Source: an optimization exercise on an open RTL-to-GDS flow (aim: small area and a short achievable clock period). Production flows keep margins and buffers that such runs may drop.
At most, simulation tests tie the RTL to the original design; equivalence was not proved.
Power figures rest on the tool's default switching activity, not on a simulated workload.

Setup of run A:
==> flow/design.v <==
module JTAG_AOI222(a0, b0, a1, b1, a2, b2, y);
	input  a0, b0, a1, b1, a2, b2;
	output y;
	assign y = ~((a0 & b0) | (a1 & b1) | (a2 & b2));
endmodule
module JTAG_WriteMux(we, keep, w, q, d);
	input  we, keep;
	input  [31:0] w, q;
	output [31:0] d;
	assign d = ({32{we}} & w) | ({32{keep}} & q);
endmodule
module JTAG_ReadBit(sel, r, sh, wsh, hold, w, d);
	input  [14:0] sel;
	input  [14:0] r;
	input  sh, wsh, hold, w;
	output d;
	wire [5:0] y;
	JTAG_AOI222 u0(.a0(sel[0]),  .b0(r[0]),  .a1(sel[1]),  .b1(r[1]),  .a2(sel[2]),  .b2(r[2]),  .y(y[0]));
	JTAG_AOI222 u1(.a0(sel[3]),  .b0(r[3]),  .a1(sel[4]),  .b1(r[4]),  .a2(sel[5]),  .b2(r[5]),  .y(y[1]));
	JTAG_AOI222 u2(.a0(sel[6]),  .b0(r[6]),  .a1(sel[7]),  .b1(r[7]),  .a2(sel[8]),  .b2(r[8]),  .y(y[2]));
	JTAG_AOI222 u3(.a0(sel[9]),  .b0(r[9]),  .a1(sel[10]), .b1(r[10]), .a2(sel[11]), .b2(r[11]), .y(y[3]));
	JTAG_AOI222 u4(.a0(sel[12]), .b0(r[12]), .a1(sel[13]), .b1(r[13]), .a2(sel[14]), .b2(r[14]), .y(y[4]));
	assign y[5] = ~((sh & wsh) | (hold & w));
	assign d = ~(&y);
endmodule
module JTAG_Interface(
	iCLK,
	iRST,
	iTCK,
	iTDI,
	iIR_IN,
	iSTATE_CDR,
	iSTATE_SDR,
	iSTATE_UDR,
	iREAD_0,
	iREAD_1,
	iREAD_2,
	iREAD_3,
	iREAD_4,
	iREAD_5,
	iREAD_6,
	iREAD_7,
	iREAD_8,
	iREAD_9,
	iREAD_A,
	iREAD_B,
	iREAD_C,
	iREAD_D,
	iREAD_E,
	oTDO,
	oWRITE_0,
	oWRITE_1,
	oWRITE_2,
	oWRITE_3,
	oWRITE_4,
	oWRITE_5,
	oWRITE_6,
	oWRITE_7,
	oWRITE_8,
	oWRITE_9,
	oWRITE_A,
	oWRITE_B,
	oWRITE_C,
	oWRITE_D,
	oWRITE_E
);
input wire	iCLK;
input wire	iRST;
input wire	iTCK;
input wire	iTDI;
input wire	[8:0] iIR_IN;
input wire	iSTATE_CDR;
input wire	iSTATE_SDR;
input wire	iSTATE_UDR;
input wire	[31:0] iREAD_0;
input wire	[31:0] iREAD_1;
input wire	[31:0] iREAD_2;
input wire	[31:0] iREAD_3;
input wire	[31:0] iREAD_4;
input wire	[31:0] iREAD_5;
input wire	[31:0] iREAD_6;
input wire	[31:0] iREAD_7;
input wire	[31:0] iREAD_8;
input wire	[31:0] iREAD_9;
input wire	[31:0] iREAD_A;
input wire	[31:0] iREAD_B;
input wire	[31:0] iREAD_C;
input wire	[31:0] iREAD_D;
input wire	[31:0] iREAD_E;
output wire	oTDO;
output wire	[31:0] oWRITE_0;
output wire	[31:0] oWRITE_1;
output wire	[31:0] oWRITE_2;
output wire	[31:0] oWRITE_3;
output wire	[31:0] oWRITE_4;
output wire	[31:0] oWRITE_5;
output wire	[31:0] oWRITE_6;
output wire	[31:0] oWRITE_7;
output wire	[31:0] oWRITE_8;
output wire	[31:0] oWRITE_9;
output wire	[31:0] oWRITE_A;
output wire	[31:0] oWRITE_B;
output wire	[31:0] oWRITE_C;
output wire	[31:0] oWRITE_D;
output wire	[31:0] oWRITE_E;
reg t1, t2, t3, t4;
reg c1, s1, u1;
reg d1, d2;
reg ev, cap, shf, upd;
reg tdo;
reg [31:0] W;
reg [479:0] wr;
wire rise = t3 & ~t4;
always @(posedge iCLK) begin
	if (iRST) begin
		t1 <= 1'b0; t2 <= 1'b0; t3 <= 1'b0; t4 <= 1'b0;
		c1 <= 1'b0; s1 <= 1'b0; u1 <= 1'b0;
		d1 <= 1'b0; d2 <= 1'b0;
		ev <= 1'b0; cap <= 1'b0; shf <= 1'b0; upd <= 1'b0;
		tdo <= 1'b0;
	end else begin
		t1 <= iTCK; t2 <= t1; t3 <= t2; t4 <= t3;
		c1 <= iSTATE_CDR; s1 <= iSTATE_SDR; u1 <= iSTATE_UDR;
		d1 <= iTDI; d2 <= d1;
		ev  <= rise;
		cap <= rise & c1;
		shf <= rise & ~c1 & s1;
		upd <= rise & ~c1 & ~s1 & u1;
		if (ev) tdo <= W[0];
	end
end
assign oTDO = tdo;
wire [479:0] rd = {iREAD_E, iREAD_D, iREAD_C, iREAD_B, iREAD_A, iREAD_9, iREAD_8, iREAD_7, iREAD_6, iREAD_5, iREAD_4, iREAD_3, iREAD_2, iREAD_1, iREAD_0};
wire nrst = ~iRST;
wire hold = nrst & ~cap & ~shf;
wire shift = nrst & shf;
wire [31:0] Wsh = {d2, W[31:1]};
wire [14:0] rsel;
genvar n, b;
generate for (n = 0; n < 15; n = n + 1) begin : g_rsel
	assign rsel[n] = nrst & cap & (iIR_IN[3:0] == n);
end endgenerate
wire [31:0] Wd;
generate for (b = 0; b < 32; b = b + 1) begin : g_wd
	wire [14:0] rb;
	for (n = 0; n < 15; n = n + 1) begin : g_rb
		assign rb[n] = rd[32*n + b];
	end
	JTAG_ReadBit u_bit(.sel(rsel), .r(rb), .sh(shift), .wsh(Wsh[b]), .hold(hold), .w(W[b]), .d(Wd[b]));
end endgenerate
always @(posedge iCLK) W <= Wd;
genvar m;
generate for (m = 0; m < 15; m = m + 1) begin : g_wr
	wire sel = upd & (iIR_IN[7:4] == m);
	wire we = nrst & sel;
	wire keep = nrst & ~sel;
	wire [31:0] nxt;
	JTAG_WriteMux u_mux(.we(we), .keep(keep), .w(W), .q(wr[32*m +: 32]), .d(nxt));
	always @(posedge iCLK) wr[32*m +: 32] <= nxt;
end endgenerate
assign oWRITE_0 = wr[31:0];
assign oWRITE_1 = wr[63:32];
assign oWRITE_2 = wr[95:64];
assign oWRITE_3 = wr[127:96];
assign oWRITE_4 = wr[159:128];
assign oWRITE_5 = wr[191:160];
assign oWRITE_6 = wr[223:192];
assign oWRITE_7 = wr[255:224];
assign oWRITE_8 = wr[287:256];
assign oWRITE_9 = wr[319:288];
assign oWRITE_A = wr[351:320];
assign oWRITE_B = wr[383:352];
assign oWRITE_C = wr[415:384];
assign oWRITE_D = wr[447:416];
assign oWRITE_E = wr[479:448];
endmodule
export LEC_CHECK = 0
export CAP_MARGIN = 20
export CORE_AREA = 10 10 350 350
export CTS_CLUSTER_DIAMETER = 80
export CTS_CLUSTER_SIZE = 30
export DIE_AREA = 0 0 360 360
export SETUP_SLACK_MARGIN = 2.8
export SLEW_MARGIN = 20
export SYNTH_HIERARCHICAL = 1
export SYNTH_MINIMUM_KEEP_SIZE = 0
create_clock -name core_clock -period 5.0 [get_ports {iCLK}]
standard.sh (not shown) runs the stock make flow with config.mk's settings and CLKGATE_MAP_FILE= SYNTH_SCRIPT=/design/flow/synth_recipe.tcl, a recipe that flattens the netlist after the stock synthesis.
==> flow/flow/run.sh <==
#!/bin/bash
# The standard ORFS layout, with the port buffers made of the smallest
# buffer (sky130_fd_sc_hd__buf_1; repair_design resizes them where needed)
# and the pins placed by flow/pins.tcl (each bit slice's pins together).
set -euo pipefail
here=$(cd "$(dirname "$0")" && pwd)
bash standard.sh "BUFFER_PORTS_ARGS=-buffer_cell sky130_fd_sc_hd__buf_1" \
  "PRE_IO_PLACEMENT_TCL=$here/pins.tcl" finish > standard_make.log 2>&1
==> flow/flow/pins.tcl <==
# Pin placement: each bit slice's fifteen write outputs and fifteen read
# inputs sit together on the die edge, slices in bit order around the die
# (bottom, right, top, left), control pins in the middle of the left edge.
# Die 360 x 360 um. Pins are two routing tracks apart.
set ::die 360.0
set ::hex {0 1 2 3 4 5 6 7 8 9 A B C D E}
proc put {name edge t} {
  set die $::die
  if {$edge eq "bottom" || $edge eq "top"} {
    set x [expr {0.23 + 0.46 * $t}]
    set y [expr {$edge eq "bottom" ? 0.24 : $die - 0.24}]
    place_pin -pin_name $name -layer met2 -location [list $x $y] -pin_size {0.14 0.48}
  } else {
    set y [expr {0.34 + 0.68 * $t}]
    set x [expr {$edge eq "left" ? 0.4 : $die - 0.4}]
    place_pin -pin_name $name -layer met3 -location [list $x $y] -pin_size {0.8 0.3}
  }
}
proc slice_pins {b} {
  set hex $::hex
  set l {}
  foreach h $hex { lappend l "oWRITE_${h}\[$b\]" }
  foreach h $hex { lappend l "iREAD_${h}\[$b\]" }
  return $l
}
proc put_slice {b edge t0 dir} {
  set j 0
  foreach n [slice_pins $b] {
    put $n $edge [expr {$t0 + $dir * 2 * $j}]
    incr j
  }
}
set b 0
# bottom: 10 slices, left to right, 32 um apart
for {set k 0} {$k < 10} {incr k} {
  put_slice $b bottom [expr {int((20 + 32 * $k) / 0.46)}] 1; incr b
}
# right: 6 slices, bottom to top, 52 um apart
for {set k 0} {$k < 6} {incr k} {
  put_slice $b right [expr {int((25 + 52 * $k) / 0.68)}] 1; incr b
}
# top: 10 slices, right to left
for {set k 0} {$k < 10} {incr k} {
  put_slice $b top [expr {int((340 - 32 * $k) / 0.46)}] -1; incr b
}
# left: 6 slices, top to bottom, around the control pins
foreach y1 {335 288 241 147 100 53} {
  put_slice $b left [expr {int($y1 / 0.68)}] -1; incr b
}
set ctrl {iTDI oTDO iTCK iSTATE_CDR iSTATE_SDR iSTATE_UDR iRST iCLK}
for {set i 0} {$i < 9} {incr i} { lappend ctrl "iIR_IN\[$i\]" }
set j 0
foreach n $ctrl {
  put $n left [expr {int(160 / 0.68) + 2 * $j}]
  incr j
}
Run A: PASS, flow complete, no timing, DRC or antenna violations
Relative to run A, the following input files were edited for run B:
-- flow/design.v --
<<< run A, line 10
	assign d = ({32{we}} & w) | ({32{keep}} & q);
endmodule
module JTAG_ReadBit(sel, r, sh, wsh, hold, w, d);
	input  [14:0] sel;
	input  [14:0] r;
	input  sh, wsh, hold, w;
	output d;
	wire [5:0] y;
>>> run B, line 10
	assign d = ({32{we}} & w) | ({32{keep}} & q);
endmodule
module JTAG_ReadBit(sel, r, sh, wsh, hold, w, nrst, d);
	input  [14:0] sel;
	input  [14:0] r;
	input  sh, wsh, hold, w, nrst;
	output d;
	wire [5:0] y;
<<< run A, line 22
	JTAG_AOI222 u4(.a0(sel[12]), .b0(r[12]), .a1(sel[13]), .b1(r[13]), .a2(sel[14]), .b2(r[14]), .y(y[4]));
	assign y[5] = ~((sh & wsh) | (hold & w));
	assign d = ~(&y);
endmodule
module JTAG_Interface(
>>> run B, line 22
	JTAG_AOI222 u4(.a0(sel[12]), .b0(r[12]), .a1(sel[13]), .b1(r[13]), .a2(sel[14]), .b2(r[14]), .y(y[4]));
	assign y[5] = ~((sh & wsh) | (hold & w));
	assign d = nrst & ~(&y);
endmodule
module JTAG_Interface(
<<< run A, line 133
wire [479:0] rd = {iREAD_E, iREAD_D, iREAD_C, iREAD_B, iREAD_A, iREAD_9, iREAD_8, iREAD_7, iREAD_6, iREAD_5, iREAD_4, iREAD_3, iREAD_2, iREAD_1, iREAD_0};
wire nrst = ~iRST;
wire hold = nrst & ~cap & ~shf;
wire shift = nrst & shf;
wire [31:0] Wsh = {d2, W[31:1]};
wire [14:0] rsel;
genvar n, b;
generate for (n = 0; n < 15; n = n + 1) begin : g_rsel
	assign rsel[n] = nrst & cap & (iIR_IN[3:0] == n);
end endgenerate
wire [31:0] Wd;
>>> run B, line 133
wire [479:0] rd = {iREAD_E, iREAD_D, iREAD_C, iREAD_B, iREAD_A, iREAD_9, iREAD_8, iREAD_7, iREAD_6, iREAD_5, iREAD_4, iREAD_3, iREAD_2, iREAD_1, iREAD_0};
wire nrst = ~iRST;
wire hold = ~cap & ~shf;
wire shift = shf;
wire [31:0] Wsh = {d2, W[31:1]};
wire [14:0] rsel;
genvar n, b;
generate for (n = 0; n < 15; n = n + 1) begin : g_rsel
	assign rsel[n] = cap & (iIR_IN[3:0] == n);
end endgenerate
wire [31:0] Wd;
<<< run A, line 147
		assign rb[n] = rd[32*n + b];
	end
	JTAG_ReadBit u_bit(.sel(rsel), .r(rb), .sh(shift), .wsh(Wsh[b]), .hold(hold), .w(W[b]), .d(Wd[b]));
end endgenerate
always @(posedge iCLK) W <= Wd;
>>> run B, line 147
		assign rb[n] = rd[32*n + b];
	end
	JTAG_ReadBit u_bit(.sel(rsel), .r(rb), .sh(shift), .wsh(Wsh[b]), .hold(hold), .w(W[b]), .nrst(nrst), .d(Wd[b]));
end endgenerate
always @(posedge iCLK) W <= Wd;
Findings:
Number of nets in the layout: run A vs run B, no meaningful difference
Of run B and run A, run B shows the lower clock group share of total power, with run A above it.
The final cycle utilization of the critical path reported for run B is greater than that of run A by 0.65 points.
Summary of run B over run A: fraction of area in non-clock buffers down 0.78 points; first-pass GRT wire length decreased 1200 um; count of different cell masters after synthesis has increased.
The relative area change from synthesis to final layout of run B falls short of that of run A by 2.7 points.
From run A to run B the numbers moved as follows: fraction of the mapped netlist area in compound gates shows an increase of 1.3 points, cell area moved down, via count barely changed, half-perimeter wire length after detailed placement went down 0.75%.
Run B finished every step from synthesis to the final layout, and the layout passed the timing, design-rule and antenna checks.
No functional check of the RTL was part of run B.

## delta
// JTAG_Interface: RTL as listed in full above, without the edits since
Settings: LEC_CHECK=0, CAP_MARGIN=20, CORE_AREA=10 10 310 310, CTS_CLUSTER_DIAMETER=70, CTS_CLUSTER_SIZE=22, DIE_AREA=0 0 320 320, SETUP_SLACK_MARGIN=2.8, SLEW_MARGIN=20, SYNTH_HIERARCHICAL=1, SYNTH_MINIMUM_KEEP_SIZE=0; clock period 5.0 ns.
==> flow/flow/pins.tcl <==
# Pin placement: each bit slice's fifteen write outputs and fifteen read
# inputs sit together on the die edge, slices in bit order around the die
# (10 on the bottom, 6 on the right, 10 on the top, 6 on the left), control
# pins in the middle of the left edge. Pins are two routing tracks apart.
set ::die 320.0
set ::hex {0 1 2 3 4 5 6 7 8 9 A B C D E}
proc put {name edge t} {
  set die $::die
  if {$edge eq "bottom" || $edge eq "top"} {
    set x [expr {0.23 + 0.46 * $t}]
    set y [expr {$edge eq "bottom" ? 0.24 : $die - 0.24}]
    place_pin -pin_name $name -layer met2 -location [list $x $y] -pin_size {0.14 0.48}
  } else {
    set y [expr {0.34 + 0.68 * $t}]
    set x [expr {$edge eq "left" ? 0.4 : $die - 0.4}]
    place_pin -pin_name $name -layer met3 -location [list $x $y] -pin_size {0.8 0.3}
  }
}
proc slice_pins {b} {
  set l {}
  foreach h $::hex { lappend l "oWRITE_${h}\[$b\]" }
  foreach h $::hex { lappend l "iREAD_${h}\[$b\]" }
  return $l
}
# a slice of 30 pins from track t0, 2 tracks apart, in direction dir
proc put_slice {b edge t0 dir} {
  set j 0
  foreach n [slice_pins $b] {
    put $n $edge [expr {$t0 + $dir * 2 * $j}]
    incr j
  }
}
set lo 12.0
set hi [expr {$::die - 12.0}]
# slice pitch along bottom/top (10 slices of 27.6 um) and left/right
set px [expr {($hi - $lo - 27.6) / 9.0}]
set b 0
for {set k 0} {$k < 10} {incr k} {
  put_slice $b bottom [expr {int(($lo + $px * $k) / 0.46)}] 1; incr b
}
# right: 6 slices of 40.8 um, bottom to top, evenly spread
set py [expr {($hi - $lo - 40.8) / 5.0}]
for {set k 0} {$k < 6} {incr k} {
  put_slice $b right [expr {int(($lo + $py * $k) / 0.68)}] 1; incr b
}
for {set k 0} {$k < 10} {incr k} {
  put_slice $b top [expr {int(($hi - $px * $k) / 0.46)}] -1; incr b
}
# left: 3 slices down from the top, 3 slices up from the bottom
set gap 2.0
for {set k 0} {$k < 3} {incr k} {
  put_slice $b left [expr {int(($hi - (40.8 + $gap) * $k) / 0.68)}] -1; incr b
}
for {set k 2} {$k >= 0} {incr k -1} {
  put_slice $b left [expr {int(($lo + 40.8 + (40.8 + $gap) * $k) / 0.68)}] -1; incr b
}
set ctrl {iTDI oTDO iTCK iSTATE_CDR iSTATE_SDR iSTATE_UDR iRST iCLK}
for {set i 0} {$i < 9} {incr i} { lappend ctrl "iIR_IN\[$i\]" }
set j 0
foreach n $ctrl {
  put $n left [expr {int(($::die / 2 - 11.0) / 0.68) + 2 * $j}]
  incr j
}
Scripts as last shown in full above: flow/flow/run.sh
Changes in alpha relative to delta:
--- a/flow/design.v
+++ b/flow/design.v
@@ -8,21 +8,50 @@
 	input  [31:0] w, q;
 	output [31:0] d;
 	assign d = ({32{we}} & w) | ({32{keep}} & q);
 endmodule
-module JTAG_ReadBit(sel, r, sh, wsh, hold, w, d);
+module JTAG_Decode(a, en, rst, y);
+	input  [3:0] a;
+	input  en, rst;
+	output [14:0] y;
+	wire [3:0] lo, hi;
+	JTAG_Pre2  u_lo(.a(a[1:0]), .y(lo));
+	JTAG_Pre2E u_hi(.a(a[3:2]), .en(en), .rst(rst), .y(hi));
+	genvar n;
+	generate for (n = 0; n < 15; n = n + 1) begin : g_y
+		assign y[n] = lo[n % 4] & hi[n / 4];
+	end endgenerate
+endmodule
+module JTAG_Pre2(a, y);
+	input  [1:0] a;
+	output [3:0] y;
+	assign y[0] = ~a[1] & ~a[0];
+	assign y[1] = ~a[1] &  a[0];
+	assign y[2] =  a[1] & ~a[0];
+	assign y[3] =  a[1] &  a[0];
+endmodule
+module JTAG_Pre2E(a, en, rst, y);
+	input  [1:0] a;
+	input  en, rst;
+	output [3:0] y;
+	assign y[0] = en & ~rst & ~a[1] & ~a[0];
+	assign y[1] = en & ~rst & ~a[1] &  a[0];
+	assign y[2] = en & ~rst &  a[1] & ~a[0];
+	assign y[3] = en & ~rst &  a[1] &  a[0];
+endmodule
+module JTAG_ReadBit(sel, r, sh, wsh, hold, w, nrst, d);
 	input  [14:0] sel;
 	input  [14:0] r;
-	input  sh, wsh, hold, w;
+	input  sh, wsh, hold, w, nrst;
 	output d;
 	wire [5:0] y;
 	JTAG_AOI222 u0(.a0(sel[0]),  .b0(r[0]),  .a1(sel[1]),  .b1(r[1]),  .a2(sel[2]),  .b2(r[2]),  .y(y[0]));
 	JTAG_AOI222 u1(.a0(sel[3]),  .b0(r[3]),  .a1(sel[4]),  .b1(r[4]),  .a2(sel[5]),  .b2(r[5]),  .y(y[1]));
 	JTAG_AOI222 u2(.a0(sel[6]),  .b0(r[6]),  .a1(sel[7]),  .b1(r[7]),  .a2(sel[8]),  .b2(r[8]),  .y(y[2]));
 	JTAG_AOI222 u3(.a0(sel[9]),  .b0(r[9]),  .a1(sel[10]), .b1(r[10]), .a2(sel[11]), .b2(r[11]), .y(y[3]));
 	JTAG_AOI222 u4(.a0(sel[12]), .b0(r[12]), .a1(sel[13]), .b1(r[13]), .a2(sel[14]), .b2(r[14]), .y(y[4]));
 	assign y[5] = ~((sh & wsh) | (hold & w));
-	assign d = ~(&y);
+	assign d = nrst & ~(&y);
 endmodule
 module JTAG_Interface(
 	iCLK,
 	iRST,
@@ -131,30 +160,29 @@
 end
 assign oTDO = tdo;
 wire [479:0] rd = {iREAD_E, iREAD_D, iREAD_C, iREAD_B, iREAD_A, iREAD_9, iREAD_8, iREAD_7, iREAD_6, iREAD_5, iREAD_4, iREAD_3, iREAD_2, iREAD_1, iREAD_0};
 wire nrst = ~iRST;
-wire hold = nrst & ~cap & ~shf;
-wire shift = nrst & shf;
+wire hold = ~cap & ~shf;
+wire shift = shf;
 wire [31:0] Wsh = {d2, W[31:1]};
 wire [14:0] rsel;
 genvar n, b;
-generate for (n = 0; n < 15; n = n + 1) begin : g_rsel
-	assign rsel[n] = nrst & cap & (iIR_IN[3:0] == n);
-end endgenerate
+JTAG_Decode u_rdec(.a(iIR_IN[3:0]), .en(cap), .rst(1'b0), .y(rsel));
 wire [31:0] Wd;
 generate for (b = 0; b < 32; b = b + 1) begin : g_wd
 	wire [14:0] rb;
 	for (n = 0; n < 15; n = n + 1) begin : g_rb
 		assign rb[n] = rd[32*n + b];
 	end
-	JTAG_ReadBit u_bit(.sel(rsel), .r(rb), .sh(shift), .wsh(Wsh[b]), .hold(hold), .w(W[b]), .d(Wd[b]));
+	JTAG_ReadBit u_bit(.sel(rsel), .r(rb), .sh(shift), .wsh(Wsh[b]), .hold(hold), .w(W[b]), .nrst(nrst), .d(Wd[b]));
 end endgenerate
 always @(posedge iCLK) W <= Wd;
+wire [14:0] wsel;
+JTAG_Decode u_wdec(.a(iIR_IN[7:4]), .en(upd), .rst(iRST), .y(wsel));
 genvar m;
 generate for (m = 0; m < 15; m = m + 1) begin : g_wr
-	wire sel = upd & (iIR_IN[7:4] == m);
-	wire we = nrst & sel;
-	wire keep = nrst & ~sel;
+	wire we = wsel[m];
+	wire keep = ~(iRST | we);
 	wire [31:0] nxt;
 	JTAG_WriteMux u_mux(.we(we), .keep(keep), .w(W), .q(wr[32*m +: 32]), .d(nxt));
 	always @(posedge iCLK) wr[32*m +: 32] <= nxt;
 end endgenerate
==> comparison <==
Looking at worst setup slack across both flows, alpha is the weaker of the two, with delta ahead. alpha vs delta: final weighted congestion in routability-driven placement down. alpha ends up with a combinational power that is 5.9% higher than in delta. Against delta, area after detailed placement in alpha fell slightly. Lower power share of the combinational group was reported by delta, not alpha. Starting utilization of the core area: delta vs alpha, no meaningful difference. The higher placed instance count came out of delta. Between alpha and delta, the sequential share of layout area is higher for delta. The non-clock buffer count reported for alpha is greater than that of delta by 2.7%. The total of clock buffers placed in the layout in alpha was lower than what delta gave. Going from delta to alpha, count of placed standard cells in the final layout, fillers left out moved up, first-pass GRT wire length rose about 2.6%, total power per unit cell area went down.
The RTL of alpha was laid out without a check of its function.

-- re-timing with driven ports --
In the flow no input, the clock included, has a driving cell. The finished layouts below were timed again as built, in two steps.
Step 1 assumes that a clkbuf_16 drives the clock port and a buf_2 every other input.
Step 2 also shifts input and output timing later by t, the mid clock arrival at the registers, as if the neighbouring blocks saw the same clock.
a / b / c = no drivers / after step 1 / after step 2; a / b = the first two.
run | t, ns | setup slack, ns | clock arrival spread, ns | slew at the worst register clock pin (ns) | cell pins on the clock port's net
run A | 0.691 | 2.752 / 2.779 / 2.088 | 0.029 / 0.028 | 0.12 / 0.12 | 1
run B | 0.675 | 2.719 / 2.703 / 2.027 | 0.031 / 0.031 | 0.12 / 0.12 | 1
delta | 0.665 | 2.793 / 2.774 / 2.113 | 0.030 / 0.030 | 0.09 / 0.09 | 1
alpha | 0.677 | 2.604 / 2.624 / 1.947 | 0.025 / 0.025 | 0.09 / 0.09 | 1
After both steps setup and hold are still met in every run listed. For run B, which loses most, drivers alone change the setup slack by -0.016 ns; drivers and shift together by -0.692 ns.
